From an optimization exercise on the open Yosys and OpenROAD flow, aimed at small area; shortcuts taken in it are not production practice.
Only simulation tests tie the RTL to the original design; equivalence was not proved.
No activity file was given, so power comes from the tool's default toggle rates.

[design/flow/design.v]
module nxt(
  input left,
  input right,
  input up,
  input down,
  input [15:0] SW,
  input [5:0] ql,
  input [5:0] qr,
  input [5:0] qu,
  input [5:0] qd,
  input [7:0] speed,
  input [2:0] cnt,
  input [2:0] sel,
  input [3:0] j,
  input sign,
  input [13:0] i,
  input [3:0] k,
  input started,
  input bell,
  output [5:0] ql_n,
  output [5:0] qr_n,
  output [5:0] qu_n,
  output [5:0] qd_n,
  output [7:0] speed_n,
  output [2:0] cnt_n,
  output [2:0] sel_n,
  output [3:0] j_n,
  output sign_n,
  output [13:0] i_n,
  output [3:0] k_n,
  output started_n,
  output bell_n,
  output [6:0] segment,
  output [15:0] LED
);
  wire new_n170, new_n171, new_n172, new_n173, new_n175, new_n176, new_n178, new_n180, new_n182, new_n184, new_n186, new_n187, new_n188, new_n189, new_n191, new_n192, new_n194, new_n196, new_n198, new_n200, new_n202, new_n203, new_n204, new_n205, new_n206, new_n207, new_n208, new_n211, new_n216, new_n217, new_n218, new_n219, new_n221, new_n222, new_n224, new_n226, new_n228, new_n230, new_n232, new_n233, new_n234, new_n236, new_n237, new_n238, new_n239, new_n240, new_n241, new_n242, new_n243, new_n244, new_n245, new_n246, new_n248, new_n249, new_n250, new_n251, new_n252, new_n254, new_n255, new_n256, new_n257, new_n258, new_n259, new_n260, new_n261, new_n263, new_n264, new_n265, new_n266, new_n267, new_n269, new_n270, new_n271, new_n272, new_n274, new_n275, new_n276, new_n278, new_n279, new_n280, new_n281, new_n286, new_n287, new_n288, new_n289, new_n291, new_n292, new_n293, new_n296, new_n297, new_n298, new_n299, new_n300, new_n301, new_n302, new_n303, new_n304, new_n306, new_n307, new_n308, new_n310, new_n312, new_n314, new_n315, new_n316, new_n318, new_n319, new_n320, new_n321, new_n322, new_n323, new_n324, new_n325, new_n326, new_n327, new_n328, new_n329, new_n330, new_n331, new_n332, new_n333, new_n334, new_n335, new_n336, new_n337, new_n338, new_n339, new_n340, new_n341, new_n342, new_n343, new_n344, new_n345, new_n346, new_n347, new_n348, new_n349, new_n350, new_n351, new_n352, new_n353, new_n354, new_n355, new_n356, new_n357, new_n358, new_n359, new_n360, new_n361, new_n362, new_n363, new_n364, new_n365, new_n366, new_n367, new_n368, new_n369, new_n370, new_n371, new_n372, new_n373, new_n374, new_n375, new_n376, new_n377, new_n378, new_n379, new_n380, new_n381, new_n382, new_n383, new_n384, new_n385, new_n386, new_n387, new_n388, new_n389, new_n390, new_n391, new_n392, new_n393, new_n394, new_n395, new_n396, new_n397, new_n398, new_n399, new_n400, new_n401, new_n402, new_n403, new_n404, new_n405, new_n406, new_n407, new_n408, new_n409, new_n410, new_n411, new_n412, new_n413, new_n414, new_n415, new_n416, new_n417, new_n418, new_n419, new_n420, new_n421, new_n422, new_n423, new_n424, new_n425, new_n426, new_n427, new_n428, new_n429, new_n430, new_n431, new_n432, new_n433, new_n434, new_n435, new_n436, new_n437, new_n438, new_n439, new_n440, new_n441, new_n442, new_n443, new_n444, new_n445, new_n446, new_n447, new_n448, new_n449, new_n450, new_n451, new_n452, new_n453, new_n454, new_n455, new_n456, new_n457, new_n458, new_n459, new_n460, new_n461, new_n462, new_n463, new_n464, new_n465, new_n466, new_n467, new_n468, new_n469, new_n470, new_n471, new_n472, new_n473, new_n474, new_n475, new_n476, new_n477, new_n478, new_n479, new_n480, new_n481, new_n482, new_n483, new_n484, new_n485, new_n486, new_n487, new_n488, new_n489, new_n490, new_n491, new_n492, new_n493, new_n494, new_n495, new_n496, new_n497, new_n498, new_n499, new_n500, new_n501, new_n502, new_n503, new_n504, new_n505, new_n506, new_n507, new_n508, new_n509, new_n510, new_n511, new_n512, new_n513, new_n514, new_n515, new_n516, new_n517, new_n518, new_n519, new_n520, new_n521, new_n522, new_n523, new_n524, new_n525, new_n526, new_n527, new_n528, new_n529, new_n530, new_n531, new_n532, new_n533, new_n534, new_n535, new_n536, new_n537, new_n538, new_n539, new_n540, new_n541, new_n542, new_n543, new_n544, new_n545, new_n546, new_n547, new_n548, new_n549, new_n550, new_n551, new_n552, new_n553, new_n554, new_n555, new_n556, new_n557, new_n558, new_n559, new_n560, new_n561, new_n562, new_n563, new_n564, new_n565, new_n566, new_n567, new_n568, new_n569, new_n570, new_n571, new_n572, new_n573, new_n574, new_n575, new_n576, new_n577, new_n578, new_n579, new_n580, new_n581, new_n582, new_n583, new_n584, new_n585, new_n586, new_n587, new_n588, new_n589, new_n590, new_n591, new_n592, new_n593, new_n594, new_n595, new_n596, new_n597, new_n598, new_n599, new_n600, new_n601, new_n602, new_n603, new_n604, new_n605, new_n606, new_n607, new_n608, new_n609, new_n610, new_n611, new_n612, new_n613, new_n614, new_n615, new_n616, new_n617, new_n618, new_n619, new_n620, new_n621, new_n622, new_n623, new_n624, new_n625, new_n626, new_n627, new_n629, new_n630, new_n631, new_n632, new_n634, new_n635, new_n637, new_n638, new_n639, new_n641, new_n642, new_n644, new_n645, new_n646, new_n648, new_n649, new_n651, new_n652, new_n653, new_n655, new_n656, new_n657, new_n659, new_n660, new_n662, new_n663, new_n664, new_n666, new_n667, new_n669, new_n671, new_n672, new_n674, new_n675, new_n676, new_n679, new_n680, new_n681, new_n682, new_n684, new_n685, new_n686, new_n688, new_n690, new_n691, new_n692, new_n693, new_n694, new_n695, new_n696, new_n697, new_n698, new_n699, new_n700, new_n701, new_n702, new_n703, new_n704, new_n705, new_n706, new_n707, new_n708, new_n709, new_n710, new_n711, new_n712, new_n713, new_n714, new_n715, new_n716, new_n717, new_n718, new_n719, new_n720, new_n721, new_n722, new_n723, new_n724, new_n725, new_n726, new_n727, new_n728, new_n729, new_n730, new_n731, new_n732, new_n733, new_n734, new_n735, new_n736, new_n738, new_n739, new_n740, new_n741, new_n742, new_n743, new_n744, new_n745, new_n746, new_n747, new_n748, new_n749, new_n750, new_n751, new_n752, new_n753, new_n754, new_n755, new_n756, new_n757, new_n758, new_n759, new_n760, new_n761, new_n762, new_n763, new_n764, new_n765, new_n766, new_n767, new_n768, new_n769, new_n770, new_n771, new_n772, new_n773, new_n774, new_n775, new_n776, new_n777, new_n778, new_n779, new_n780, new_n781, new_n782, new_n783, new_n784, new_n785, new_n786, new_n787, new_n788, new_n789, new_n790, new_n791, new_n792, new_n793, new_n794, new_n795, new_n796, new_n797, new_n798, new_n799, new_n800, new_n801, new_n802, new_n803, new_n804, new_n805, new_n806, new_n807, new_n808, new_n809, new_n810, new_n811, new_n812, new_n813, new_n814, new_n815, new_n816, new_n817, new_n818, new_n819, new_n820, new_n821, new_n823, new_n825, new_n827, new_n830, new_n833, new_n835, new_n837, new_n839, new_n844, new_n849;
  assign new_n170 = (~ql[5]);
  assign new_n171 = (~ql[3]&~ql[4]&~new_n170);
  assign new_n172 = (~new_n171) | (~ql[2]);
  assign new_n173 = (~ql[3]&~ql[4]) | (~new_n170);
  assign ql_n[0] = (~new_n172&~left) | (~new_n173&~left);
  assign new_n175 = (~left);
  assign new_n176 = (~ql[0]);
  assign ql_n[1] = (~new_n175) | (~new_n176);
  assign new_n178 = (~ql[1]);
  assign ql_n[2] = (~left&~new_n178);
  assign new_n180 = (~ql[2]);
  assign ql_n[3] = (~new_n175) | (~new_n180);
  assign new_n182 = (~ql[3]);
  assign ql_n[4] = (~left&~new_n182);
  assign new_n184 = (~ql[4]);
  assign ql_n[5] = (~left&~new_n184);
  assign new_n186 = (~qr[5]);
  assign new_n187 = (~qr[3]&~qr[4]&~new_n186);
  assign new_n188 = (~new_n187) | (~qr[2]);
  assign new_n189 = (~qr[3]&~qr[4]) | (~new_n186);
  assign qr_n[0] = (~new_n188&~right) | (~new_n189&~right);
  assign new_n191 = (~right);
  assign new_n192 = (~qr[0]);
  assign qr_n[1] = (~new_n191) | (~new_n192);
  assign new_n194 = (~qr[1]);
  assign qr_n[2] = (~right&~new_n194);
  assign new_n196 = (~qr[2]);
  assign qr_n[3] = (~new_n191) | (~new_n196);
  assign new_n198 = (~qr[3]);
  assign qr_n[4] = (~right&~new_n198);
  assign new_n200 = (~qr[4]);
  assign qr_n[5] = (~right&~new_n200);
  assign new_n202 = (~qu[3]);
  assign new_n203 = (~qu[4]);
  assign new_n204 = (~new_n202&~qu[5]) | (~new_n203&~qu[5]);
  assign new_n205 = (~qu[2]);
  assign new_n206 = (~new_n202) | (~new_n203) | (~qu[5]);
  assign new_n207 = (~new_n205&~new_n206);
  assign new_n208 = (~new_n204&~new_n207);
  assign qu_n[0] = (~up&~new_n208);
  assign qu_n[1] = (up) | (qu[0]);
  assign new_n211 = (~qu[1]);
  assign qu_n[2] = (~up&~new_n211);
  assign qu_n[3] = (up) | (qu[2]);
  assign qu_n[4] = (~up&~new_n202);
  assign qu_n[5] = (~up&~new_n203);
  assign new_n216 = (~qd[5]);
  assign new_n217 = (~qd[3]&~qd[4]&~new_n216);
  assign new_n218 = (~new_n217) | (~qd[2]);
  assign new_n219 = (~qd[3]&~qd[4]) | (~new_n216);
  assign qd_n[0] = (~new_n218&~down) | (~new_n219&~down);
  assign new_n221 = (~down);
  assign new_n222 = (~qd[0]);
  assign qd_n[1] = (~new_n221) | (~new_n222);
  assign new_n224 = (~qd[1]);
  assign qd_n[2] = (~down&~new_n224);
  assign new_n226 = (~qd[2]);
  assign qd_n[3] = (~new_n221) | (~new_n226);
  assign new_n228 = (~qd[3]);
  assign qd_n[4] = (~down&~new_n228);
  assign new_n230 = (~qd[4]);
  assign qd_n[5] = (~down&~new_n230);
  assign new_n232 = (~new_n171) | (~new_n176) | (~new_n180);
  assign new_n233 = (~new_n187) | (~new_n192) | (~new_n196);
  assign new_n234 = (~new_n232) | (~new_n233);
  assign speed_n[0] = (speed[0]&~new_n234) | (~speed[0]&new_n234);
  assign new_n236 = (~speed[1]);
  assign new_n237 = (~speed[0]);
  assign new_n238 = (~new_n233) | (~new_n222) | (~new_n226) | (~new_n217);
  assign new_n239 = (~new_n238) | (~new_n232);
  assign new_n240 = (~new_n239);
  assign new_n241 = (~new_n234) | (~speed[0]);
  assign new_n242 = (~qu[0]&~qu[2]&~new_n206);
  assign new_n243 = (~new_n217) | (~new_n222) | (~new_n226);
  assign new_n244 = (~new_n242) | (~new_n233) | (~new_n243);
  assign new_n245 = (~new_n240) | (~new_n241) | (~new_n244);
  assign new_n246 = (~new_n237&~new_n232) | (~new_n245);
  assign speed_n[1] = (new_n236&~new_n246) | (~new_n236&new_n246);
  assign new_n248 = (~speed[2]);
  assign new_n249 = (~speed[1]&~new_n246);
  assign new_n250 = (~new_n240&~new_n249);
  assign new_n251 = (~new_n250);
  assign new_n252 = (~speed[1]&~new_n239) | (~new_n245) | (~new_n251);
  assign speed_n[2] = (new_n248&~new_n252) | (~new_n248&new_n252);
  assign new_n254 = (~speed[3]);
  assign new_n255 = (~new_n244&~new_n254) | (~new_n232&~new_n254);
  assign new_n256 = (~new_n255);
  assign new_n257 = (~new_n244) | (~new_n254) | (~new_n232);
  assign new_n258 = (~new_n248&~new_n252) | (~new_n251);
  assign new_n259 = (~new_n256&~new_n258) | (~new_n257&~new_n258);
  assign new_n260 = (~new_n258) | (~new_n256) | (~new_n257);
  assign new_n261 = (~new_n260);
  assign speed_n[3] = (~new_n259&~new_n261);
  assign new_n263 = (~new_n240) | (~speed[4]);
  assign new_n264 = (~speed[4]);
  assign new_n265 = (~new_n239) | (~new_n264);
  assign new_n266 = (~new_n263) | (~new_n265);
  assign new_n267 = (~new_n255&~new_n261);
  assign speed_n[4] = (~new_n266&~new_n267) | (new_n266&new_n267);
  assign new_n269 = (~speed[5]);
  assign new_n270 = (~new_n255&~new_n265&~new_n261);
  assign new_n271 = (~new_n263&~new_n267);
  assign new_n272 = (~new_n270&~new_n271);
  assign speed_n[5] = (new_n269&~new_n272) | (~new_n269&new_n272);
  assign new_n274 = (~speed[6]);
  assign new_n275 = (~new_n263&~new_n267) | (~speed[5]);
  assign new_n276 = (~speed[5]&~new_n270) | (~new_n275);
  assign speed_n[6] = (new_n274&~new_n276) | (~new_n274&new_n276);
  assign new_n278 = (~speed[5]&~speed[6]);
  assign new_n279 = (~new_n269&~new_n274);
  assign new_n280 = (~new_n278&~new_n279);
  assign new_n281 = (~new_n280&~new_n276);
  assign speed_n[7] = (speed[7]&~new_n281) | (~speed[7]&new_n281);
  assign cnt_n[0] = (~cnt[2]);
  assign cnt_n[1] = (cnt[0]);
  assign cnt_n[2] = (cnt[1]);
  assign new_n286 = (~cnt[0]);
  assign new_n287 = (~new_n286&~sel[0]) | (~cnt[1]&~sel[0]);
  assign new_n288 = (~new_n286) | (~cnt[1]) | (~sel[0]);
  assign new_n289 = (~new_n288);
  assign sel_n[0] = (~new_n287&~new_n289);
  assign new_n291 = (~sel[1]);
  assign new_n292 = (~new_n291&~new_n288);
  assign new_n293 = (~sel[1]&~new_n289);
  assign sel_n[1] = (~new_n292&~new_n293);
  assign sel_n[2] = (sel[2]&~new_n292) | (~sel[2]&new_n292);
  assign new_n296 = (~SW[4]&~SW[5]&~SW[6]&~SW[7]);
  assign new_n297 = (~SW[0]&~SW[1]&~SW[2]&~SW[3]);
  assign new_n298 = (~SW[12]&~SW[13]&~SW[14]&~SW[15]);
  assign new_n299 = (~SW[8]&~SW[9]&~SW[10]&~SW[11]);
  assign new_n300 = (~new_n296) | (~new_n297) | (~new_n298) | (~new_n299);
  assign new_n301 = (~new_n300) | (~j[0]);
  assign new_n302 = (~new_n301);
  assign new_n303 = (~new_n300) | (~j[1]) | (~j[3]);
  assign new_n304 = (~j[0]&~new_n300) | (~new_n303);
  assign j_n[0] = (~new_n302&~new_n304);
  assign new_n306 = (~j[1]&~new_n302) | (~new_n303);
  assign new_n307 = (~new_n302) | (~j[1]);
  assign new_n308 = (~new_n307);
  assign j_n[1] = (~new_n306&~new_n308);
  assign new_n310 = (~j[2]&~new_n308) | (~new_n303);
  assign j_n[2] = (~j[2]&~new_n310) | (~new_n308&~new_n310);
  assign new_n312 = (~new_n308&~j[3]) | (~j[2]&~j[3]);
  assign j_n[3] = (~j[1]&~new_n312) | (~j[3]&~new_n312) | (~new_n300&~new_n312);
  assign new_n314 = (~sign&~new_n303);
  assign new_n315 = (~new_n314);
  assign new_n316 = (~new_n303) | (~sign);
  assign sign_n = (~new_n315) | (~new_n316);
  assign new_n318 = (~i[0]);
  assign new_n319 = (~new_n318&~new_n315);
  assign new_n320 = (~i[13]);
  assign new_n321 = (~speed[1]&~speed[2]);
  assign new_n322 = (~speed[3]&~speed[4]);
  assign new_n323 = (~new_n321) | (~new_n322);
  assign new_n324 = (~new_n278);
  assign new_n325 = (~speed[7]&~new_n324);
  assign new_n326 = (~new_n325);
  assign new_n327 = (~new_n323&~new_n326);
  assign new_n328 = (~speed[0]&~new_n236);
  assign new_n329 = (~new_n328);
  assign new_n330 = (~speed[2]&~new_n329);
  assign new_n331 = (~new_n330);
  assign new_n332 = (~new_n321);
  assign new_n333 = (~new_n332) | (~speed[3]);
  assign new_n334 = (~new_n333) | (~new_n264);
  assign new_n335 = (~new_n334);
  assign new_n336 = (~new_n335) | (~new_n325);
  assign new_n337 = (~new_n331&~new_n336);
  assign new_n338 = (~i[12]);
  assign new_n339 = (~new_n320&~new_n337) | (~new_n320&~new_n338) | (~new_n327&~new_n337) | (~new_n327&~new_n338);
  assign new_n340 = (~new_n339);
  assign new_n341 = (~speed[1]&~new_n248);
  assign new_n342 = (~new_n341);
  assign new_n343 = (~new_n237&~new_n342);
  assign new_n344 = (~new_n328&~new_n334&~new_n343);
  assign new_n345 = (~speed[2]&~new_n237);
  assign new_n346 = (~new_n345);
  assign new_n347 = (~new_n236&~new_n346);
  assign new_n348 = (~speed[2]&~new_n347);
  assign new_n349 = (~new_n348&~speed[5]) | (~new_n254&~speed[5]);
  assign new_n350 = (~new_n349);
  assign new_n351 = (~new_n264&~new_n350);
  assign new_n352 = (~new_n326&~new_n344&~new_n351);
  assign new_n353 = (~i[9]);
  assign new_n354 = (~new_n352) | (~new_n353);
  assign new_n355 = (~new_n236&~new_n248);
  assign new_n356 = (~speed[0]&~new_n321);
  assign new_n357 = (~new_n356);
  assign new_n358 = (~new_n355&~new_n357);
  assign new_n359 = (i[10]) | (new_n358) | (new_n336);
  assign new_n360 = (~new_n354) | (~new_n359);
  assign new_n361 = (~new_n237&~new_n248);
  assign new_n362 = (~speed[3]&~new_n355);
  assign new_n363 = (~new_n362);
  assign new_n364 = (~new_n361&~new_n363);
  assign new_n365 = (~new_n364);
  assign new_n366 = (~speed[4]&~new_n365);
  assign new_n367 = (~new_n236&~new_n254);
  assign new_n368 = (~new_n248&~new_n328);
  assign new_n369 = (~new_n248&~new_n254);
  assign new_n370 = (~new_n369);
  assign new_n371 = (~speed[0]&~speed[1]);
  assign new_n372 = (~new_n370&~new_n371) | (~new_n367&~new_n368);
  assign new_n373 = (~new_n372) | (~new_n269);
  assign new_n374 = (~speed[6]&~speed[7]);
  assign new_n375 = (~new_n373&~new_n351) | (~new_n269&~new_n366) | (~new_n374);
  assign new_n376 = (~new_n375) | (~i[8]);
  assign new_n377 = (~new_n376);
  assign new_n378 = (~new_n353&~new_n352);
  assign new_n379 = (~new_n366);
  assign new_n380 = (~new_n264&~new_n362);
  assign new_n381 = (~speed[1]&~new_n237);
  assign new_n382 = (~speed[3]&~new_n381);
  assign new_n383 = (~new_n382) | (~new_n346);
  assign new_n384 = (~new_n356&~new_n383);
  assign new_n385 = (~new_n254&~new_n355);
  assign new_n386 = (~new_n385);
  assign new_n387 = (~new_n386) | (~speed[4]);
  assign new_n388 = (~new_n384&~new_n387);
  assign new_n389 = (~new_n380&~new_n388);
  assign new_n390 = (~new_n335) | (~new_n269);
  assign new_n391 = (~new_n390&~speed[7]) | (~speed[6]&~speed[7]);
  assign new_n392 = (~new_n391);
  assign new_n393 = (~new_n379&~new_n392) | (~speed[5]&~new_n392) | (~new_n389&~new_n392);
  assign new_n394 = (~speed[4]&~new_n333);
  assign new_n395 = (~new_n394);
  assign new_n396 = (~new_n330&~new_n343) | (~new_n322);
  assign new_n397 = (~new_n237&~new_n395) | (~new_n396);
  assign new_n398 = (~speed[0]&~new_n332);
  assign new_n399 = (~new_n398&~new_n386);
  assign new_n400 = (~new_n399);
  assign new_n401 = (~new_n382);
  assign new_n402 = (~new_n355&~new_n401);
  assign new_n403 = (~new_n402) | (~new_n329);
  assign new_n404 = (~new_n400&~new_n264) | (~new_n403&~new_n264);
  assign new_n405 = (~new_n397&~new_n404) | (~new_n278);
  assign new_n406 = (~new_n351);
  assign new_n407 = (~speed[7]);
  assign new_n408 = (~new_n406&~new_n407) | (~new_n278&~new_n407);
  assign new_n409 = (~new_n393&~new_n408) | (~new_n405&~new_n408);
  assign new_n410 = (~new_n409);
  assign new_n411 = (~i[6]&~new_n410);
  assign new_n412 = (~i[3]);
  assign new_n413 = (~speed[3]&~new_n347);
  assign new_n414 = (~new_n413) | (~new_n342);
  assign new_n415 = (~new_n237&~new_n395) | (~new_n334);
  assign new_n416 = (~speed[0]&~new_n248);
  assign new_n417 = (~new_n345&~new_n416);
  assign new_n418 = (~new_n236&~new_n417);
  assign new_n419 = (~new_n418&~new_n389);
  assign new_n420 = (~new_n330&~new_n343);
  assign new_n421 = (~new_n420) | (~new_n413);
  assign new_n422 = (~new_n385) | (~new_n357);
  assign new_n423 = (~new_n421) | (~new_n422);
  assign new_n424 = (new_n419&new_n423) | (new_n414&new_n415) | (new_n324);
  assign new_n425 = (~speed[1]&~new_n333) | (~new_n361&~new_n333);
  assign new_n426 = (~new_n355);
  assign new_n427 = (~new_n426) | (~new_n332);
  assign new_n428 = (~new_n427&~new_n401) | (~new_n264);
  assign new_n429 = (~speed[2]&~speed[3]);
  assign new_n430 = (~new_n254&~new_n348);
  assign new_n431 = (~new_n429&~new_n430) | (~speed[4]);
  assign new_n432 = (~new_n425&~new_n428) | (~new_n269) | (~speed[6]) | (~new_n431);
  assign new_n433 = (~new_n321&~speed[4]) | (~new_n254&~speed[4]);
  assign new_n434 = (~new_n433);
  assign new_n435 = (~speed[7]&~new_n274);
  assign new_n436 = (~new_n434&~new_n430) | (~new_n435);
  assign new_n437 = (~new_n348);
  assign new_n438 = (~new_n371&~new_n437);
  assign new_n439 = (~new_n254&~new_n329);
  assign new_n440 = (~new_n439);
  assign new_n441 = (~new_n427) | (~speed[3]);
  assign new_n442 = (~new_n440) | (~new_n441);
  assign new_n443 = (~new_n264&~new_n442);
  assign new_n444 = (~new_n363&~new_n438) | (~new_n443);
  assign new_n445 = (~new_n383) | (~new_n264);
  assign new_n446 = (~new_n445);
  assign new_n447 = (~new_n381&~new_n368) | (~speed[3]);
  assign new_n448 = (~new_n446) | (~new_n447);
  assign new_n449 = (~new_n444) | (~new_n374) | (~new_n448);
  assign new_n450 = (~new_n380&~new_n436) | (~speed[5]&~speed[7]) | (~new_n449);
  assign new_n451 = (~new_n365) | (~speed[4]);
  assign new_n452 = (~new_n322);
  assign new_n453 = (~new_n451&~speed[6]) | (~speed[5]&~speed[6]) | (~new_n452&~speed[6]);
  assign new_n454 = (~new_n453) | (~new_n264) | (~new_n350);
  assign new_n455 = (~new_n254&~new_n348) | (~new_n264);
  assign new_n456 = (~new_n455) | (~speed[5]);
  assign new_n457 = (~speed[2]&~speed[5]&~new_n452) | (~speed[6]);
  assign new_n458 = (~new_n457);
  assign new_n459 = (~new_n456&~new_n407&~new_n351) | (~new_n458&~new_n407&~new_n351);
  assign new_n460 = (~new_n424&~new_n454) | (~new_n424&~new_n459) | (~new_n432&~new_n454) | (~new_n450&~new_n454) | (~new_n432&~new_n459) | (~new_n450&~new_n459);
  assign new_n461 = (~i[4]);
  assign new_n462 = (~new_n429&~new_n394) | (~new_n434&~new_n394);
  assign new_n463 = (~new_n323) | (~speed[5]);
  assign new_n464 = (~speed[5]&~new_n462) | (~new_n463);
  assign new_n465 = (~new_n380);
  assign new_n466 = (~new_n464&~new_n274) | (~new_n465&~new_n274);
  assign new_n467 = (~new_n403&~speed[4]) | (~new_n441&~speed[4]);
  assign new_n468 = (~new_n398);
  assign new_n469 = (~new_n362&~new_n430) | (~new_n468&~new_n430);
  assign new_n470 = (~new_n469);
  assign new_n471 = (~new_n264&~new_n470);
  assign new_n472 = (~speed[6]&~new_n269);
  assign new_n473 = (~new_n467&~new_n471) | (~new_n472);
  assign new_n474 = (~new_n345&~new_n416) | (~speed[3]);
  assign new_n475 = (~new_n341&~new_n474);
  assign new_n476 = (~speed[3]&~new_n348);
  assign new_n477 = (~new_n368);
  assign new_n478 = (~new_n477&~new_n264) | (~new_n254&~new_n264);
  assign new_n479 = (~new_n475&~new_n476) | (~new_n478);
  assign new_n480 = (~speed[4]&~new_n358) | (~new_n278) | (~new_n479);
  assign new_n481 = (~new_n473) | (~new_n407) | (~new_n480);
  assign new_n482 = (~new_n408) | (~new_n457);
  assign new_n483 = (~new_n466&~new_n481) | (~new_n482);
  assign new_n484 = (~new_n461&~new_n483);
  assign new_n485 = (~new_n484);
  assign new_n486 = (~new_n412&~new_n460) | (~new_n485);
  assign new_n487 = (~new_n416);
  assign new_n488 = (~speed[3]&~new_n236);
  assign new_n489 = (~new_n440) | (~new_n422);
  assign new_n490 = (~new_n489);
  assign new_n491 = (~new_n490&~new_n438);
  assign new_n492 = (~new_n487&~new_n491) | (~new_n488&~new_n491);
  assign new_n493 = (~new_n441&~new_n269) | (~new_n417&~new_n269) | (~speed[4]&~new_n269);
  assign new_n494 = (~speed[4]&~new_n492) | (~new_n493);
  assign new_n495 = (~new_n429);
  assign new_n496 = (~new_n495&~new_n264) | (~new_n236&~new_n264);
  assign new_n497 = (~new_n237&~new_n387) | (~new_n361&~new_n496);
  assign new_n498 = (~new_n364&~new_n455) | (~new_n269) | (~new_n497);
  assign new_n499 = (~new_n371&~new_n416&~new_n341);
  assign new_n500 = (~new_n499) | (~new_n254);
  assign new_n501 = (~new_n345&~speed[4]) | (~new_n236&~speed[4]);
  assign new_n502 = (~new_n501);
  assign new_n503 = (~new_n487) | (~new_n367);
  assign new_n504 = (~new_n330&~new_n401) | (~new_n503);
  assign new_n505 = (~new_n504&~new_n490);
  assign new_n506 = (~new_n402&~new_n505);
  assign new_n507 = (~new_n328&~new_n506) | (~new_n370&~new_n506);
  assign new_n508 = (~new_n371&~new_n502&~new_n507);
  assign new_n509 = (~new_n443&~new_n508) | (~new_n500&~new_n508);
  assign new_n510 = (~new_n434&~new_n469) | (~new_n369&~new_n465);
  assign new_n511 = (~new_n435);
  assign new_n512 = (~new_n510&~new_n511) | (~speed[5]&~new_n511);
  assign new_n513 = (~speed[5]&~new_n509) | (~new_n512);
  assign new_n514 = (~speed[4]&~new_n274);
  assign new_n515 = (~new_n514);
  assign new_n516 = (~speed[5]&~new_n380) | (~speed[6]) | (~new_n456);
  assign new_n517 = (~new_n371&~new_n370);
  assign new_n518 = (~new_n394&~new_n517&~new_n350) | (~new_n453);
  assign new_n519 = (~new_n495&~new_n515) | (~new_n516) | (~new_n518);
  assign new_n520 = (~new_n519) | (~speed[7]);
  assign new_n521 = (~new_n513) | (~new_n520);
  assign new_n522 = (~new_n374&~new_n521) | (~new_n494&~new_n521) | (~new_n498&~new_n521);
  assign new_n523 = (~i[2]);
  assign new_n524 = (new_n460&new_n412);
  assign new_n525 = (~new_n522&~new_n524) | (~new_n523&~new_n524);
  assign new_n526 = (~new_n483) | (~new_n461);
  assign new_n527 = (~new_n486&~new_n525) | (~new_n526);
  assign new_n528 = (~new_n527);
  assign new_n529 = (~new_n523&~new_n522);
  assign new_n530 = (~new_n486&~new_n529);
  assign new_n531 = (~new_n423&~new_n475&~new_n502) | (~speed[2]&~new_n475&~new_n502);
  assign new_n532 = (~new_n347&~new_n400);
  assign new_n533 = (~new_n478&~new_n419);
  assign new_n534 = (~new_n532&~new_n533);
  assign new_n535 = (~new_n386&~new_n438);
  assign new_n536 = (~new_n488&~new_n535) | (~new_n264);
  assign new_n537 = (~new_n437) | (~new_n362);
  assign new_n538 = (~new_n499&~new_n264) | (~speed[3]&~new_n264);
  assign new_n539 = (~new_n537&~new_n269) | (~new_n538&~new_n269);
  assign new_n540 = (~new_n536&~new_n511) | (~new_n539&~new_n511);
  assign new_n541 = (~speed[5]&~new_n531&~new_n534) | (~new_n540);
  assign new_n542 = (~new_n370) | (~new_n264) | (~new_n495);
  assign new_n543 = (~new_n465&~speed[5]) | (~new_n542&~speed[5]);
  assign new_n544 = (~new_n477&~new_n465) | (~new_n254&~new_n465);
  assign new_n545 = (~new_n544&~new_n456);
  assign new_n546 = (~new_n365) | (~speed[4]) | (~new_n370);
  assign new_n547 = (~new_n321&~new_n385) | (~new_n264);
  assign new_n548 = (~new_n546&~new_n407) | (~new_n472&~new_n407) | (~new_n547&~new_n407);
  assign new_n549 = (~speed[3]&~new_n348) | (~speed[4]);
  assign new_n550 = (~new_n537) | (~new_n264);
  assign new_n551 = (~new_n425&~new_n550) | (~new_n517&~new_n549);
  assign new_n552 = (~new_n551) | (~new_n278);
  assign new_n553 = (~new_n274&~new_n543&~new_n545) | (~new_n548) | (~new_n552);
  assign new_n554 = (~new_n488);
  assign new_n555 = (~new_n416&~new_n554) | (~new_n495);
  assign new_n556 = (~new_n490&~new_n532);
  assign new_n557 = (~speed[7]&~new_n269);
  assign new_n558 = (~new_n557);
  assign new_n559 = (~speed[6]&~new_n558);
  assign new_n560 = (~new_n555&~new_n556) | (~new_n559);
  assign new_n561 = (~new_n326&~new_n402&~new_n439) | (~new_n560);
  assign new_n562 = (~new_n381&~new_n341&~new_n384);
  assign new_n563 = (~new_n562) | (~new_n559);
  assign new_n564 = (~new_n398&~new_n413) | (~new_n325);
  assign new_n565 = (~new_n563&~speed[4]) | (~new_n564&~speed[4]);
  assign new_n566 = (~new_n561&~new_n565) | (~speed[4]&~new_n565);
  assign new_n567 = (~new_n541) | (~new_n553) | (~i[1]) | (~new_n566);
  assign new_n568 = (~speed[4]&~new_n248) | (~new_n269) | (~speed[6]);
  assign new_n569 = (~new_n364&~new_n455);
  assign new_n570 = (~new_n388&~new_n569) | (~new_n279);
  assign new_n571 = (~speed[3]&~new_n345&~new_n358);
  assign new_n572 = (~new_n264&~new_n369&~new_n571) | (~new_n428&~new_n442);
  assign new_n573 = (~new_n572&~new_n407) | (~new_n472&~new_n407);
  assign new_n574 = (~new_n568&~new_n471) | (~new_n570) | (~new_n573);
  assign new_n575 = (~new_n433&~new_n507&~new_n324) | (~new_n433&~new_n445&~new_n324) | (~new_n504&~new_n507&~new_n324) | (~new_n504&~new_n445&~new_n324);
  assign new_n576 = (~new_n478&~new_n419) | (~new_n447);
  assign new_n577 = (~new_n341&~new_n474) | (~new_n446);
  assign new_n578 = (~new_n236&~new_n417&~new_n542);
  assign new_n579 = (~new_n341&~new_n578&~new_n550);
  assign new_n580 = (~speed[4]&~speed[5]&~new_n579) | (~new_n421&~speed[5]&~new_n579) | (~new_n474&~speed[5]&~new_n579);
  assign new_n581 = (~speed[5]&~new_n580) | (~new_n576&~new_n580) | (~new_n577&~new_n580);
  assign new_n582 = (~new_n345&~new_n490) | (~new_n478);
  assign new_n583 = (~new_n423) | (~new_n264);
  assign new_n584 = (~new_n326&~new_n578);
  assign new_n585 = (~new_n555&~new_n399) | (~new_n357);
  assign new_n586 = (~new_n585) | (~speed[4]);
  assign new_n587 = (~new_n582&~new_n584) | (~new_n582&~new_n586) | (~new_n559&~new_n584) | (~new_n583&~new_n584) | (~new_n559&~new_n586) | (~new_n583&~new_n586);
  assign new_n588 = (~new_n511&~new_n581) | (~new_n574&~new_n575) | (~new_n587);
  assign new_n589 = (~new_n541&~i[1]) | (~new_n566&~i[1]) | (~new_n553&~i[1]);
  assign new_n590 = (new_n567&new_n318&new_n588) | (new_n589);
  assign new_n591 = (~new_n530) | (~new_n590);
  assign new_n592 = (~speed[3]&~new_n571) | (~new_n335);
  assign new_n593 = (~new_n430&~new_n389) | (~new_n592);
  assign new_n594 = (~new_n264&~new_n326&~new_n535);
  assign new_n595 = (~new_n401&~new_n418) | (~new_n594);
  assign new_n596 = (~new_n390) | (~speed[6]) | (~new_n463);
  assign new_n597 = (~new_n584) | (~new_n433) | (~new_n504);
  assign new_n598 = (~new_n595) | (~new_n596) | (~new_n597);
  assign new_n599 = (new_n559&new_n593) | (new_n408) | (new_n598);
  assign new_n600 = (~i[5]);
  assign new_n601 = (~new_n599) | (~new_n600);
  assign new_n602 = (~new_n600&~new_n599);
  assign new_n603 = (~new_n528&~new_n602) | (~new_n591&~new_n602) | (~new_n601&~new_n602);
  assign new_n604 = (new_n411) | (new_n603);
  assign new_n605 = (~i[6]);
  assign new_n606 = (~new_n605&~new_n409);
  assign new_n607 = (~new_n606);
  assign new_n608 = (~i[7]);
  assign new_n609 = (~new_n254&~new_n468);
  assign new_n610 = (~new_n345&~new_n490) | (~new_n433);
  assign new_n611 = (~new_n549&~new_n609) | (~new_n610);
  assign new_n612 = (~speed[5]&~new_n611&~new_n392) | (~speed[5]&~new_n278&~new_n392) | (~new_n366&~new_n611&~new_n392) | (~new_n366&~new_n278&~new_n392);
  assign new_n613 = (new_n608) | (new_n612);
  assign new_n614 = (~new_n612) | (~new_n608);
  assign new_n615 = (~i[8]&~new_n375) | (~new_n614);
  assign new_n616 = (~new_n604&~new_n615) | (~new_n607&~new_n615) | (~new_n613&~new_n615);
  assign new_n617 = (~new_n377&~new_n378&~new_n616);
  assign new_n618 = (~new_n358&~new_n336) | (~i[10]);
  assign new_n619 = (~new_n360&~new_n617) | (~new_n618);
  assign new_n620 = (~new_n326&~new_n348&~new_n379);
  assign new_n621 = (~i[11]);
  assign new_n622 = (~new_n620) | (~new_n621);
  assign new_n623 = (~new_n621&~new_n620) | (~new_n338&~new_n337);
  assign new_n624 = (~new_n619&~new_n623) | (~new_n622&~new_n623);
  assign new_n625 = (~new_n340&~new_n624) | (~new_n320&~new_n327);
  assign new_n626 = (~new_n315&~new_n625);
  assign new_n627 = (~i[0]&~new_n626);
  assign i_n[0] = (~new_n319&~new_n627);
  assign new_n629 = (~new_n319) | (~i[1]);
  assign new_n630 = (~new_n629);
  assign new_n631 = (~new_n625) | (~new_n314);
  assign new_n632 = (~i[1]&~new_n319) | (~new_n631);
  assign i_n[1] = (~new_n630&~new_n632);
  assign new_n634 = (~new_n523&~new_n629);
  assign new_n635 = (~i[2]&~new_n630) | (~new_n631);
  assign i_n[2] = (~new_n634&~new_n635);
  assign new_n637 = (~new_n634) | (~i[3]);
  assign new_n638 = (~new_n637);
  assign new_n639 = (~i[3]&~new_n634) | (~new_n631);
  assign i_n[3] = (~new_n638&~new_n639);
  assign new_n641 = (~new_n461&~new_n637);
  assign new_n642 = (~i[4]&~new_n638) | (~new_n631);
  assign i_n[4] = (~new_n641&~new_n642);
  assign new_n644 = (~new_n641) | (~i[5]);
  assign new_n645 = (~new_n644);
  assign new_n646 = (~i[5]&~new_n641) | (~new_n631);
  assign i_n[5] = (~new_n645&~new_n646);
  assign new_n648 = (~new_n605&~new_n644);
  assign new_n649 = (~i[6]&~new_n645) | (~new_n631);
  assign i_n[6] = (~new_n648&~new_n649);
  assign new_n651 = (~new_n648) | (~i[7]);
  assign new_n652 = (~new_n651);
  assign new_n653 = (~i[7]&~new_n648) | (~new_n631);
  assign i_n[7] = (~new_n652&~new_n653);
  assign new_n655 = (~new_n652) | (~i[8]);
  assign new_n656 = (~new_n655);
  assign new_n657 = (~i[8]&~new_n652) | (~new_n631);
  assign i_n[8] = (~new_n656&~new_n657);
  assign new_n659 = (~new_n353&~new_n655);
  assign new_n660 = (~i[9]&~new_n656) | (~new_n631);
  assign i_n[9] = (~new_n659&~new_n660);
  assign new_n662 = (~new_n659) | (~i[10]);
  assign new_n663 = (~new_n662);
  assign new_n664 = (~i[10]&~new_n659) | (~new_n631);
  assign i_n[10] = (~new_n663&~new_n664);
  assign new_n666 = (~new_n621&~new_n662);
  assign new_n667 = (~i[11]&~new_n663) | (~new_n631);
  assign i_n[11] = (~new_n666&~new_n667);
  assign new_n669 = (~i[12]&~new_n666) | (~new_n631);
  assign i_n[12] = (~i[12]&~new_n669) | (~new_n666&~new_n669);
  assign new_n671 = (~new_n666) | (~i[12]);
  assign new_n672 = (i[13]&~new_n671) | (~i[13]&new_n671);
  assign i_n[13] = (~new_n625&~new_n672) | (~new_n314&~new_n672);
  assign new_n674 = (~new_n625&~k[0]) | (~new_n314&~k[0]);
  assign new_n675 = (~k[0]);
  assign new_n676 = (~new_n675&~new_n631);
  assign k_n[0] = (~new_n674&~new_n676);
  assign k_n[1] = (k[1]&~new_n676) | (~k[1]&new_n676);
  assign new_n679 = (~new_n676&~k[2]) | (~k[1]&~k[2]);
  assign new_n680 = (~k[2]);
  assign new_n681 = (~new_n676) | (~k[1]);
  assign new_n682 = (~new_n680&~new_n681);
  assign k_n[2] = (~new_n679&~new_n682);
  assign new_n684 = (~k[3]&~new_n680);
  assign new_n685 = (~new_n684);
  assign new_n686 = (~k[3]);
  assign k_n[3] = (~new_n686&~new_n682) | (~new_n681&~new_n685);
  assign new_n688 = (~started);
  assign started_n = (~new_n631) | (~new_n688);
  assign new_n690 = (~new_n606&~new_n411);
  assign new_n691 = (~new_n523&~new_n522) | (~new_n524);
  assign new_n692 = (~new_n691) | (~new_n526);
  assign new_n693 = (~new_n412&~new_n460);
  assign new_n694 = (~new_n529) | (~new_n693);
  assign new_n695 = (~new_n692&~new_n590) | (~new_n694&~new_n590);
  assign new_n696 = (~new_n695&~new_n528) | (~new_n602&~new_n690);
  assign new_n697 = (~new_n590&~new_n485&~new_n694);
  assign new_n698 = (~new_n690&~new_n697) | (~new_n601);
  assign new_n699 = (~new_n613&~new_n606) | (~new_n614&~new_n606);
  assign new_n700 = (~SW[12]&~k[0]&~k[1]);
  assign new_n701 = (~SW[13]&~k[1]&~new_n675);
  assign new_n702 = (~k[1]);
  assign new_n703 = (~SW[14]&~k[0]&~new_n702);
  assign new_n704 = (~SW[15]&~new_n675&~new_n702);
  assign new_n705 = (~new_n680&~new_n686);
  assign new_n706 = (~new_n700&~new_n701&~new_n703&~new_n704) | (~new_n705);
  assign new_n707 = (~SW[8]&~k[0]&~k[1]);
  assign new_n708 = (~SW[9]&~k[1]&~new_n675);
  assign new_n709 = (~SW[10]&~k[0]&~new_n702);
  assign new_n710 = (~SW[11]&~new_n675&~new_n702);
  assign new_n711 = (~k[2]&~new_n686);
  assign new_n712 = (~new_n707&~new_n708&~new_n709&~new_n710) | (~new_n711);
  assign new_n713 = (~SW[4]&~k[0]&~k[1]);
  assign new_n714 = (~SW[5]&~k[1]&~new_n675);
  assign new_n715 = (~SW[6]&~k[0]&~new_n702);
  assign new_n716 = (~SW[7]&~new_n675&~new_n702);
  assign new_n717 = (~new_n713&~new_n714&~new_n715&~new_n716);
  assign new_n718 = (~k[2]&~k[3]);
  assign new_n719 = (~new_n718);
  assign new_n720 = (~SW[0]&~k[0]&~k[1]);
  assign new_n721 = (~SW[1]&~k[1]&~new_n675);
  assign new_n722 = (~SW[2]&~k[0]&~new_n702);
  assign new_n723 = (~SW[3]&~new_n675&~new_n702);
  assign new_n724 = (~new_n720&~new_n721&~new_n722&~new_n723);
  assign new_n725 = (~new_n719&~new_n724) | (~new_n685&~new_n717);
  assign new_n726 = (~new_n725&~new_n340);
  assign new_n727 = (~new_n622) | (~new_n706) | (~new_n712) | (~new_n726);
  assign new_n728 = (~new_n618&~new_n378) | (~new_n359&~new_n378);
  assign new_n729 = (~new_n378);
  assign new_n730 = (~new_n729&~new_n377) | (~new_n354&~new_n377);
  assign new_n731 = (~new_n727&~new_n728&~new_n730);
  assign new_n732 = (~i[8]&~new_n375);
  assign new_n733 = (~new_n732&~new_n377) | (~new_n613);
  assign new_n734 = (~new_n731) | (~new_n733);
  assign new_n735 = (~new_n696&~new_n699&~new_n734) | (~new_n698&~new_n699&~new_n734);
  assign new_n736 = (~new_n626) | (~new_n735);
  assign bell_n = (~bell&~new_n736) | (bell&new_n736);
  assign new_n738 = (~new_n322&~new_n274&~new_n407) | (~new_n269&~new_n274&~new_n407);
  assign new_n739 = (~sel[0]);
  assign new_n740 = (~new_n738&~new_n291) | (~new_n739&~new_n291);
  assign new_n741 = (~speed[6]&~new_n264);
  assign new_n742 = (~new_n741);
  assign new_n743 = (~speed[5]&~new_n407);
  assign new_n744 = (~new_n514&~new_n558);
  assign new_n745 = (~new_n742&~new_n744) | (~new_n743&~new_n744);
  assign new_n746 = (~sel[0]&~new_n554&~new_n745);
  assign new_n747 = (~new_n743&~new_n739) | (~new_n274&~new_n739);
  assign new_n748 = (~new_n741&~new_n514);
  assign new_n749 = (~new_n748);
  assign new_n750 = (~new_n743&~new_n749);
  assign new_n751 = (~new_n558&~new_n743) | (~new_n264&~new_n743);
  assign new_n752 = (~new_n748&~new_n751);
  assign new_n753 = (~sel[0]&~new_n750&~new_n752);
  assign new_n754 = (~speed[7]&~new_n753) | (~new_n747&~new_n753);
  assign new_n755 = (~new_n744&~new_n752) | (~new_n254) | (~new_n742);
  assign new_n756 = (~new_n755) | (~sel[0]);
  assign new_n757 = (~new_n739) | (~speed[2]);
  assign new_n758 = (~new_n745);
  assign new_n759 = (~new_n752);
  assign new_n760 = (~new_n758&~new_n759);
  assign new_n761 = (~new_n760);
  assign new_n762 = (~new_n745&~new_n756) | (~new_n757) | (~new_n761);
  assign new_n763 = (~new_n754&~new_n762);
  assign new_n764 = (~new_n746&~new_n763);
  assign new_n765 = (~new_n254&~new_n758);
  assign new_n766 = (~new_n765&~new_n760) | (~new_n749&~new_n760);
  assign new_n767 = (~new_n766);
  assign new_n768 = (~new_n756&~new_n767);
  assign new_n769 = (~speed[3]&~new_n745);
  assign new_n770 = (~new_n248&~new_n769&~new_n765);
  assign new_n771 = (~new_n739&~new_n743);
  assign new_n772 = (~new_n515&~new_n771);
  assign new_n773 = (~new_n748&~new_n772) | (~new_n771&~new_n772);
  assign new_n774 = (~new_n770) | (~new_n773);
  assign new_n775 = (~new_n768) | (~new_n774);
  assign new_n776 = (~speed[1]&~sel[0]&~new_n769);
  assign new_n777 = (~new_n751) | (~speed[6]);
  assign new_n778 = (~new_n765);
  assign new_n779 = (~new_n747&~new_n778) | (~new_n747&~new_n739) | (~new_n777&~new_n778) | (~new_n777&~new_n739);
  assign new_n780 = (~new_n776&~new_n779);
  assign new_n781 = (~new_n775) | (~new_n780);
  assign new_n782 = (~new_n762&~new_n754) | (~new_n781);
  assign new_n783 = (~new_n764&~new_n781) | (~new_n782);
  assign new_n784 = (~speed[1]&~sel[0]) | (~new_n775);
  assign new_n785 = (~new_n784) | (~new_n779);
  assign new_n786 = (~new_n785);
  assign new_n787 = (~new_n757&~new_n761) | (~new_n786);
  assign new_n788 = (~new_n757&~new_n761);
  assign new_n789 = (~new_n785) | (~new_n788);
  assign new_n790 = (~new_n787) | (~new_n789);
  assign new_n791 = (~new_n762) | (~new_n754);
  assign new_n792 = (~new_n791);
  assign new_n793 = (~new_n786&~sel[1]) | (~new_n792&~sel[1]);
  assign new_n794 = (new_n783&new_n793) | (new_n790&new_n793);
  assign new_n795 = (~new_n740&~new_n794);
  assign new_n796 = (~new_n795);
  assign new_n797 = (~sel[2]&~new_n796);
  assign new_n798 = (~new_n739) | (~new_n291);
  assign new_n799 = (~speed[7]&~new_n279) | (~new_n739);
  assign new_n800 = (~new_n759&~new_n778) | (~new_n426);
  assign new_n801 = (~new_n766&~new_n800) | (~new_n291);
  assign new_n802 = (~new_n738&~new_n799) | (~new_n801);
  assign new_n803 = (~new_n769&~new_n765);
  assign new_n804 = (~new_n332&~new_n803);
  assign new_n805 = (~new_n804&~new_n770) | (~new_n768);
  assign new_n806 = (~speed[2]&~new_n773);
  assign new_n807 = (~new_n803) | (~new_n806);
  assign new_n808 = (~new_n802) | (~new_n798) | (~new_n805) | (~new_n807);
  assign new_n809 = (~new_n237&~new_n798) | (~new_n808);
  assign new_n810 = (~sel[2]);
  assign new_n811 = (~new_n809) | (~new_n810);
  assign new_n812 = (~new_n790);
  assign new_n813 = (~new_n812) | (~new_n764);
  assign new_n814 = (new_n792&~new_n813) | (~new_n792&new_n813);
  assign new_n815 = (~new_n762&~new_n754) | (~new_n812);
  assign new_n816 = (~new_n815&~sel[1]) | (~new_n783&~sel[1]);
  assign new_n817 = (~new_n814) | (~new_n810) | (~new_n816) | (~new_n796);
  assign new_n818 = (~new_n809&~new_n817) | (~new_n811&new_n817);
  assign new_n819 = (~new_n791&~sel[2]) | (~new_n746&~sel[2]);
  assign new_n820 = (~new_n813) | (~new_n783) | (~new_n793) | (~new_n819);
  assign new_n821 = (~new_n818) | (~new_n820);
  assign segment[0] = (~new_n797&~new_n821);
  assign new_n823 = (~new_n814) | (~new_n816);
  assign segment[1] = (~sel[2]&~new_n823&~new_n818);
  assign new_n825 = (~new_n823) | (~new_n797);
  assign segment[2] = (~new_n809&~new_n825);
  assign new_n827 = (~new_n825);
  assign segment[3] = (~new_n827&~new_n821);
  assign segment[4] = (~new_n817) | (~new_n811);
  assign new_n830 = (~new_n817) | (~new_n820);
  assign segment[5] = (~new_n811&~new_n830) | (~new_n825);
  assign segment[6] = (~new_n827&~new_n830&~segment[1]);
  assign new_n833 = (~new_n702) | (~k[0]) | (~started);
  assign LED[0] = (~new_n833&~new_n719);
  assign new_n835 = (~new_n675) | (~k[1]) | (~started);
  assign LED[1] = (~new_n835&~new_n719);
  assign new_n837 = (~k[0]) | (~k[1]) | (~started);
  assign LED[2] = (~new_n837&~new_n719);
  assign new_n839 = (~new_n675) | (~new_n702) | (~started);
  assign LED[3] = (~new_n839&~new_n685);
  assign LED[4] = (~new_n833&~new_n685);
  assign LED[5] = (~new_n835&~new_n685);
  assign LED[6] = (~new_n837&~new_n685);
  assign new_n844 = (~new_n711);
  assign LED[7] = (~new_n839&~new_n844);
  assign LED[8] = (~new_n833&~new_n844);
  assign LED[9] = (~new_n835&~new_n844);
  assign LED[10] = (~new_n837&~new_n844);
  assign new_n849 = (~new_n705);
  assign LED[11] = (~new_n839&~new_n849);
  assign LED[12] = (~new_n833&~new_n849);
  assign LED[13] = (~new_n835&~new_n849);
  assign LED[14] = (~new_n837&~new_n849);
  assign LED[15] = (~new_n839&~new_n719);
endmodule
module top(
	input clk,
	input rst_n,
	input left,
	input right,
	input up,
	input down,
	input [15:0] SW,
	output reg bell,
	output reg [2:0] sel,
	output [6:0] segment,
	output [15:0] LED
	);
	reg [5:0] ql, qr, qu, qd;    
	reg [7:0] speed;             
	reg [2:0] cnt;               
	reg [3:0] j;                 
	reg sign;
	reg [13:0] i;                
	reg [3:0] k;                 
	reg started;                 
	wire [5:0] ql_n, qr_n, qu_n, qd_n;
	wire [7:0] speed_n;
	wire [2:0] cnt_n, sel_n;
	wire [3:0] j_n, k_n;
	wire sign_n, started_n, bell_n;
	wire [13:0] i_n;
	nxt nxt1(
		.left(left), .right(right), .up(up), .down(down), .SW(SW),
		.ql(ql), .qr(qr), .qu(qu), .qd(qd), .speed(speed), .cnt(cnt), .sel(sel),
		.j(j), .sign(sign), .i(i), .k(k), .started(started), .bell(bell),
		.ql_n(ql_n), .qr_n(qr_n), .qu_n(qu_n), .qd_n(qd_n), .speed_n(speed_n),
		.cnt_n(cnt_n), .sel_n(sel_n), .j_n(j_n), .sign_n(sign_n), .i_n(i_n),
		.k_n(k_n), .started_n(started_n), .bell_n(bell_n),
		.segment(segment), .LED(LED));
	always @(posedge clk or negedge rst_n)
		if (~rst_n) begin
			ql <= 6'b001010;
			qr <= 6'b001010;
			qu <= 6'b001010;
			qd <= 6'b001010;
			speed <= 8'd60;
			cnt <= 3'd0;
			sel <= 3'd0;
			j <= 4'd0;
			sign <= 1'b0;
			i <= 14'd0;
			k <= 4'd0;
			started <= 1'b0;
			bell <= 1'b0;
		end else begin
			ql <= ql_n;
			qr <= qr_n;
			qu <= qu_n;
			qd <= qd_n;
			speed <= speed_n;
			cnt <= cnt_n;
			sel <= sel_n;
			j <= j_n;
			sign <= sign_n;
			i <= i_n;
			k <= k_n;
			started <= started_n;
			bell <= bell_n;
		end
endmodule
[design/flow/flow/run.sh]
#!/bin/bash
# Own layout flow: the standard ORFS flow (standard.sh) with
#  - synthesis through flow/synth_own.tcl (standard synthesis, stronger ABC script),
#  - port buffers of the smallest buffer cell (every port still gets one),
#  - CTS with small clock buffers and no dummy loads.
# Each tool's output goes to logs under orfs/logs (ORFS) and to own_*.log here.
set -euo pipefail
WORK=$(pwd)
sed "s#@WORK@#$WORK#g" flow/synth_own.tcl > own_synth.tcl
# standard.sh with our synthesis script and extra make variables
sed -e "s#SYNTH_SCRIPT=[^ ]*synth_recipe.tcl#SYNTH_SCRIPT=$WORK/own_synth.tcl#" \
    -e 's#"\${@:-finish}"#"BUFFER_PORTS_ARGS=-buffer_cell sky130_fd_sc_hd__buf_1" "CTS_ARGS=-sink_clustering_enable -repair_clock_nets -buf_list sky130_fd_sc_hd__clkbuf_4 -sink_clustering_size 22 -sink_clustering_max_diameter 200 -dont_use_dummy_load" "${@:-finish}"#' \
    standard.sh > own.sh
grep -q own_synth.tcl own.sh
grep -q BUFFER_PORTS_ARGS own.sh
bash own.sh > own_make.log 2>&1
[design/flow/flow/abc_own.script]
strash
&get -n
&dch
&nf -R 1000
&put
topo
[design/flow/flow/synth_own.tcl]
# The standard synthesis (synth_recipe.tcl), with one change: ABC maps the
# logic with flow/abc_own.script (area-oriented) instead of ORFS's script.
# Registers are mapped before ABC runs, so they are the standard synthesis's.
proc abc {args} {
  set i [lsearch -exact $args -script]
  if {$i >= 0} {
    lset args [expr {$i + 1}] "@WORK@/flow/abc_own.script"
  }
  yosys abc {*}$args
}
source @WORK@/synth_recipe.tcl
[design/flow/standard.sh]
#!/bin/bash
# synth_recipe.tcl (not shown) runs the flow's synth.tcl, then flattens the netlist and writes it again
# the make line also repeats each setting of config.mk as NAME=value (left out here)
make -C /OpenROAD-flow-scripts/flow DESIGN_CONFIG=/design/flow/config.mk WORK_HOME=/design/flow/orfs CLKGATE_MAP_FILE= SYNTH_SCRIPT=/design/flow/synth_recipe.tcl "${@:-finish}"
[design/flow/config.mk]
export PLATFORM = sky130hd
export DESIGN_NAME = top
export DESIGN_NICKNAME = top
export VERILOG_FILES = /design/flow/design.v
export SDC_FILE = /design/flow/constraint.sdc
export NUM_CORES = 4
export LEC_CHECK = 0
export ABC_AREA = 1
export CAP_MARGIN = 20
export CORE_MARGIN = 2
export CORE_UTILIZATION = 40
export SLEW_MARGIN = 20
[design/flow/constraint.sdc]
create_clock -name core_clock -period 70.0 [get_ports {clk}]
set_input_delay 14.0000 -clock core_clock [delete_from_list [all_inputs] [get_ports {clk}]]
set_output_delay 14.0000 -clock core_clock [all_outputs]
set_load 0.01 [all_outputs]
==> results of run 1 <==
## synthesized netlist by cell type, drive strengths merged, types with 3 or more instances
cell type / number
ha: 26
mux2i: 3
a21oi: 64
o211ai: 4
dfstp: 12
nand3: 20
nor4: 10
o221ai: 4
nand4: 3
a21o: 6
a31oi: 7
nor2b: 18
o21a: 5
o22ai: 16
dfrtp: 51
o32ai: 3
and2: 9
o21ai: 49
nor3b: 4
or2: 18
clkinv: 24
nand2: 56
xor2: 6
a211oi: 4
o22a: 3
nor3: 38
nand3b: 3
nor2: 98
xnor2: 9
and3: 11
nand2b: 17
## layout make-up
type	instances	share of cell area [%]
Inverter	24	1.73
Timing Repair Buffer	51	3.92
Multi-Input combinational cell	536	59.0
Tap cell	143	3.44
Sequential cell	63	30.6
Clock buffer	9	1.30
## registers in the layout (all words and copies together), names as in the netlist
name / count
speed: 8
i: 14
qu: 6
cnt: 3
bell: 1
qr: 6
sign: 1
j: 4
k: 4
sel: 3
ql: 6
qd: 6
started: 1
## critical path: cells and delay by family (launching register included)
kind | cells | cell delay (ps)
xor+xnor | 1 | 200
flops | 1 | 690
compound gates | 6 | 1090
simple gates | 9 | 1090
fa+ha+maj | 2 | 570
buf+inv | 3 | 760
## power by group through the flow
stage / Clock [mW] / Sequential (mW) / Combinational [mW]
after detailed placement: 0 / 0.0604 / 0.186
after global routing: 0.0194 / 0.0615 / 0.212
after global placement: 0 / 0.0604 / 0.188
after CTS: 0.0180 / 0.0597 / 0.187
after floorplan: 0 / 0.0571 / 0.133
final: 0.0169 / 0.0603 / 0.192
## cell families (layout without fill, tap and decap cells)
kind of cell	after synthesis	count (layout)
simple gates	307	307
compound gates	185	185
flops	63	63
fa+ha+maj	26	26
buf+inv	24	84
xor+xnor	15	15
mux	3	3
## final timing paths
kind / startpoint / to / slack (ps) / cells after the start
max: speed[6]$_DFF_PN0_ / segment[6] / 51220 / 21
min: cnt[0]$_DFF_PN0_ / cnt[1]$_DFF_PN0_ / 360 / 0
max reg2reg: speed[1]$_DFF_PN0_ / k[3]$_DFF_PN0_ / 63820 / 25
min reg2reg: cnt[0]$_DFF_PN0_ / cnt[1]$_DFF_PN0_ / 360 / 0
max in group asynchronous: rst_n / i[6]$_DFF_PN0_ / 55680 / 2
min in group asynchronous: rst_n / k[2]$_DFF_PN0_ / 13760 / 2
## stage by stage
| stage | area [sq um] | hold WS [ps] | worst slack, ps | total power [mW] | instances |
|---|---|---|---|---|---|
| 2_1_floorplan | 4750 | 361 | 51730 | 0.190 | 623 |
| 3_3_place_gp | 5130 | 368 | 51920 | 0.248 | 817 |
| 3_5_place_dp | 5130 | 365 | 51680 | 0.247 | 817 |
| 4_1_cts | 5200 | 367 | 51240 | 0.265 | 826 |
| 5_1_grt | 5200 | 396 | 50790 | 0.293 | 826 |
| 6_report | 5200 | 362 | 51220 | 0.270 | 826 |
## routing by layer
| layer | share of wire [%] | global-route usage [%] |
|---|---|---|
| met1 | 43 | 31.3 |
| met2 | 47 | 36.2 |
| met3 | 6.7 | 3.21 |
| met4 | 3.8 | 10.8 |
| met5 | 0 | 0 |
==> results.ini, run 1 <==
[floorplanning]
die_h_um = 113
start_util_pct = 41.2
fp.dieArea_sq_um = 12800
die_x_um = 113
num_rows = 39
core_area_sq_um = 11500
pin_count = 49

[setup_path]
crit_type = flip-flop to output port
cp_cell_sequence = clkinv_1 > ha_1 > o22ai_1 > clkinv_1 > ha_1 > nor2b_1 > a21oi_1 > nand2_1 > a21o_1 > a21oi_1 > xnor2_1 > o21ai_0 > a21oi_1 > nand2_1 > nor2_1 > nand2_1 > nand2_1 > nand2_1 > and2_0 > nor3_1 > buf_1
crit_path_top_delay_cell = dfrtp_1
worstPathRequired_ps = 56000
worstPathMaxFanout = 15
cp.arrival_ps = 4780
end_kind = output port
startpoint_type = flip-flop
crit_top_cell = nand2_1
cpPeakStageDelay_ps = 690

[logic_synthesis]
synth_xor_area_share_pct = 2.77
synthAdderAreaFrac_pct = 6.85
synth_ff_type = dfrtp_1
synth-seq-cells = 63
yosysWarnings = 1
syn_inst = 623
yosysSeqAreaShare_pct = 33.5
synth_simple_gate_area_share_pct = 31.0
synth.area.mux_share_pct = 0.632
syn-cell-area_sq_um = 4750
synth_area_leaders = dfrtp_1 27%, nor2_1 7.7%, ha_1 6.8%
synth_compound_area_share_pct = 23.4
yosys.area.top_type = dfrtp_1
ys_types = 46
synth_top_family_by_area = simple AND/OR/NAND/NOR gates
synth-edff-count = 0
syn_area_per_cell_sq_um = 7.62
synth_nets = 671
synth-async-reset-ratio_pct = 100
yosys.area.top_type_share_pct = 26.9

[cells_and_area]
multiInputGateArea_sq_um = 3070
area_growth_pct = 9.48
diodes = 0
fin_nets = 733
layout_commonest_cell = nor2_1
final_core_util_pct = 45.2
layout-drive-gt1-share_pct = 3.66
ff_latch_area_sq_um = 1590
mostFrequentLayoutCells = 98 x nor2_1, 64 x a21oi_1, 56 x nand2_1
fill_cells = 1195

[timing]
rsz0062_at_grt = no
hold_viol_final = 0
fin_tns_setup_ps = 0
tightest_slew_ps = 779
fin_crit_ps = 18780
setup_viol = 0
final.period_utilization_pct = 26.8
slew_viol_final = 0
fmax_mhz = 53.3
maxSlewHeadroom_pct = 48.1
clock_skew_ps = 47.9

[detailed_routing]
wl_per_cell_um = 17.2
drc = 0
drt-total-wl_um = 14200
viasPerCell = 6.06
drt_iter0_markers = 401
vias = 5008
firstDrtPassIters = 5
ant_nets = 0

[place]
portBuffers = 48
dpl.hpwl_um = 10600
gp_congestion = 0.984

[cts]
htree_num_levels = 3
cts_setup_buffers = 0
cts_buffer_depth = 2
clk_pin_slew_ps = 110
clk_latency_ps = 400
root_buffer = clkbuf_4
cts_resized = 0
cts_hold_buf = 0
numCtsBuffers = 9
cts_tree = built
cts.sinks = 63

[flow_run]
drv_cap = 0

[power]
leakagePower_nw = 2.10
p_clk_share_pct = 6.3
seqPwrFrac_pct = 22.4
vdd.ir_drop.worst_mv = 0.0244
swShare_pct = 57.2
pwr-share-comb_pct = 71.3
p_int_mw = 0.115
power_per_cell_area_nw_per_um2 = 51.8
p_switching_mw = 0.154

[global_routing]
overflow = 0
antenna_found_initial = 0
grt_max_degree = 64
grt_usage_pct = 23.0
grt_pass1_wl_um = 23900
grt_pass1_vias = 4877

[min_path]
hold_class = flip-flop to flip-flop

[status]
status = timing/DRC/antenna clean

==> inputs of run 2 (changes only) <==
--- a/design/flow/flow/run.sh
+++ b/design/flow/flow/run.sh
@@ -10,5 +10,5 @@
 # standard.sh with our synthesis script and extra make variables
 sed -e "s#SYNTH_SCRIPT=[^ ]*synth_recipe.tcl#SYNTH_SCRIPT=$WORK/own_synth.tcl#" \
-    -e 's#"\${@:-finish}"#"BUFFER_PORTS_ARGS=-buffer_cell sky130_fd_sc_hd__buf_1" "CTS_ARGS=-sink_clustering_enable -repair_clock_nets -buf_list sky130_fd_sc_hd__clkbuf_4 -sink_clustering_size 22 -sink_clustering_max_diameter 200 -dont_use_dummy_load" "${@:-finish}"#' \
+    -e 's#"\${@:-finish}"#"BUFFER_PORTS_ARGS=-buffer_cell sky130_fd_sc_hd__buf_1" "CTS_ARGS=-sink_clustering_enable -repair_clock_nets -buf_list sky130_fd_sc_hd__clkbuf_4 -dont_use_dummy_load" "${@:-finish}"#' \
     standard.sh > own.sh
 grep -q own_synth.tcl own.sh
==> run 2 against run 1 <==
Against the previous run: still clean on timing, DRC and antenna; register-to-register slack hardly changed; sequential cell count stayed put; setup slack stayed put; clock skew stayed put; global-route usage stayed put; sequential share of layout area stayed put; non-clock buffer count stayed put; final cell count stayed put; via count stayed put; combinational power hardly changed; total power stayed put; critical endpoint unchanged.
==> results.ini, run 2 <==
[cells_and_area]
mostFrequentLayoutCells = 98 x nor2_1, 64 x a21oi_1, 56 x nand2_1  ; unchanged
largest_reg_flops = 14  ; unchanged
top_register = i  ; unchanged
fin_nets = 733  ; unchanged
multiInputGateArea_sq_um = 3070  ; unchanged
layout_commonest_cell = nor2_1  ; unchanged
top_regs = i (14), speed (8)  ; unchanged
fin_area_sq_um = 5200  ; unchanged
layout-drive-gt1-share_pct = 3.66  ; unchanged

[logic_synthesis]
synth_nets = 671  ; unchanged
yosysWarnings = 1  ; unchanged
yosys.area.top_type_share_pct = 26.9  ; unchanged
synth-async-reset-ratio_pct = 100  ; unchanged
synth_commonest_cells = 98 x nor2_1, 64 x a21oi_1, 56 x nand2_1  ; unchanged
synth-edff-count = 0  ; unchanged
synth_most_common_cell = nor2_1  ; unchanged
syn_area_per_cell_sq_um = 7.62  ; unchanged
syn-cell-area_sq_um = 4750  ; unchanged
synth_area_leaders = dfrtp_1 27%, nor2_1 7.7%, ha_1 6.8%  ; unchanged
synth-seq-cells = 63  ; unchanged

[cts]
cts_setup_buffers = 0  ; unchanged
htree_num_levels = 3  ; unchanged
cts.sinks = 63  ; unchanged
cts_tree = built  ; unchanged
cts_buffer_depth = 2  ; unchanged
clk_latency_ps = 400  ; about the same
root_buffer = clkbuf_4  ; unchanged

[place]
gp_congestion = 0.984  ; unchanged
dp_cells = 817  ; unchanged
placed_area_sq_um = 5130  ; unchanged
portBuffers = 48  ; unchanged
dpl.hpwl_um = 10600  ; unchanged

[global_routing]
grt_pass1_vias = 4877  ; unchanged
grt_usage_pct = 23.0  ; unchanged
overflow = 0  ; unchanged
antenna_found_initial = 0  ; unchanged

[detailed_routing]
vias = 5008  ; unchanged
viasPerCell = 6.06  ; unchanged
drt-total-wl_um = 14200  ; unchanged
drc = 0  ; unchanged
drt_iter0_markers = 401  ; unchanged

[timing]
setup_viol = 0  ; unchanged
tightest_slew_ps = 779  ; unchanged
final.period_utilization_pct = 26.8  ; unchanged
slew_viol_final = 0  ; unchanged
fmax_mhz = 53.3  ; unchanged
hold_viol_final = 0  ; unchanged
fin_crit_ps = 18780  ; unchanged
fin_tns_setup_ps = 0  ; unchanged

[setup_path]
crit_type = flip-flop to output port  ; unchanged
crit_top_cell = nand2_1  ; unchanged
worstPathRequired_ps = 56000  ; about the same
cp.arrival_ps = 4780  ; about the same
r2r_slack_ps = 63820  ; about the same
crit_path_top_delay_cell = dfrtp_1  ; unchanged
worstPathMaxFanout = 15  ; unchanged
startpoint_type = flip-flop  ; unchanged
end_kind = output port  ; unchanged
cpPeakStageDelay_ps = 690  ; about the same

[power]
vdd.ir_drop.worst_mv = 0.0244  ; unchanged
p_int_mw = 0.115  ; unchanged
seqPwrFrac_pct = 22.4  ; about the same
total_power_mw = 0.270  ; unchanged
swShare_pct = 57.2  ; unchanged
p_clk_share_pct = 6.3  ; about the same

[min_path]
hold_class = flip-flop to flip-flop  ; unchanged

[floorplanning]
die_h_um = 113  ; unchanged
die_x_um = 113  ; unchanged
num_rows = 39  ; unchanged

[flow_run]
drv_cap = 0  ; unchanged

[status]
status = timing/DRC/antenna clean  ; unchanged

## run 2: cell counts after synthesis
Identical to the previous run, type by type.
## run 2: worst paths after layout
path,end,cells past startpoint,from
worst min register to register,cnt[1]$_DFF_PN0_,0,cnt[0]$_DFF_PN0_
max in group asynchronous,i[6]$_DFF_PN0_,2,rst_n
worst min-delay path,cnt[1]$_DFF_PN0_,0,cnt[0]$_DFF_PN0_
worst max-delay path,segment[6],21,speed[6]$_DFF_PN0_
worst max register to register,k[3]$_DFF_PN0_,25,speed[1]$_DFF_PN0_
min in group asynchronous,k[2]$_DFF_PN0_,2,rst_n
## run 2: per-stage QoR
step | setup WS [ps] | hold slack [ps]
2_1_floorplan | 51730 | 361
3_3_place_gp | 51920 | 368
3_5_place_dp | 51680 | 365
4_1_cts | 51240 | 367
5_1_grt | 50790 | 396
6_report | 51220 | 362
## run 2: cell families (layout without fill, tap and decap cells)
logic type	Yosys count	in the layout	share of synthesized area [%]
buf+inv	24	84	1.90
xor+xnor	15	15	2.77
compound gates	185	185	23.4
simple gates	307	307	31.0
fa+ha+maj	26	26	6.85
flops	63	63	33.5
mux	3	3	0.632
## run 2: final cells by class
type,instances,area share (%)
Clock buffer,9,1.30
Inverter,24,1.73
Multi-Input combinational cell,536,59.0
Sequential cell,63,30.6
Tap cell,143,3.44
Timing Repair Buffer,51,3.92
## run 2: power by group through the flow
stage | logic [mW] | registers, mW | clock network [mW]
2_1_floorplan | 0.133 | 0.0571 | 0
3_3_place_gp | 0.188 | 0.0604 | 0
3_5_place_dp | 0.186 | 0.0604 | 0
4_1_cts | 0.187 | 0.0597 | 0.0180
5_1_grt | 0.212 | 0.0615 | 0.0194
6_report | 0.192 | 0.0603 | 0.0169
## run 2: critical path: cells and delay by family, from the launching register on
family / cells / cell delay [ps]
xor+xnor: 1 / 200
compound gates: 6 / 1090
simple gates: 9 / 1090
buf+inv: 3 / 760
fa+ha+maj: 2 / 570
flops: 1 / 690
## run 2: per-layer routing
| layer | global-route usage (%) | wire (um) | vias up |
|---|---|---|---|
| met5 | 0 | 0 | - |
| li1 | - | - | 2383 |
| met1 | 31.3 | 6120 | 2354 |
| met2 | 36.2 | 6630 | 227 |
| met3 | 3.21 | 954 | 44 |
| met4 | 10.8 | 548 | 0 |

==> port drivers added, routing unchanged <==
No port has a modelled driver above. Below, the same layouts with a new extraction and two added sets of constraints.
Step 1, drivers: a clkbuf_16 drives clk and a buf_2 each remaining input, both assumed.
Step 2 adds t to the input delays and takes it off the output delays; t is the mean of the earliest and latest rising clock arrival at the registers after step 1. Input paths then give back, and output paths get back, about the clock's delay inside the block.
Slacks: no drivers / after step 1 / after step 2; pairs: no drivers / after step 1.
run	shift t [ns]	setup WS [ns]	pins driven straight from the clock port
run 1	0.401	51.223 / 51.195 / 51.596	1
run 2	0.401	51.223 / 51.195 / 51.596	1
After both steps every run listed still meets setup and hold.
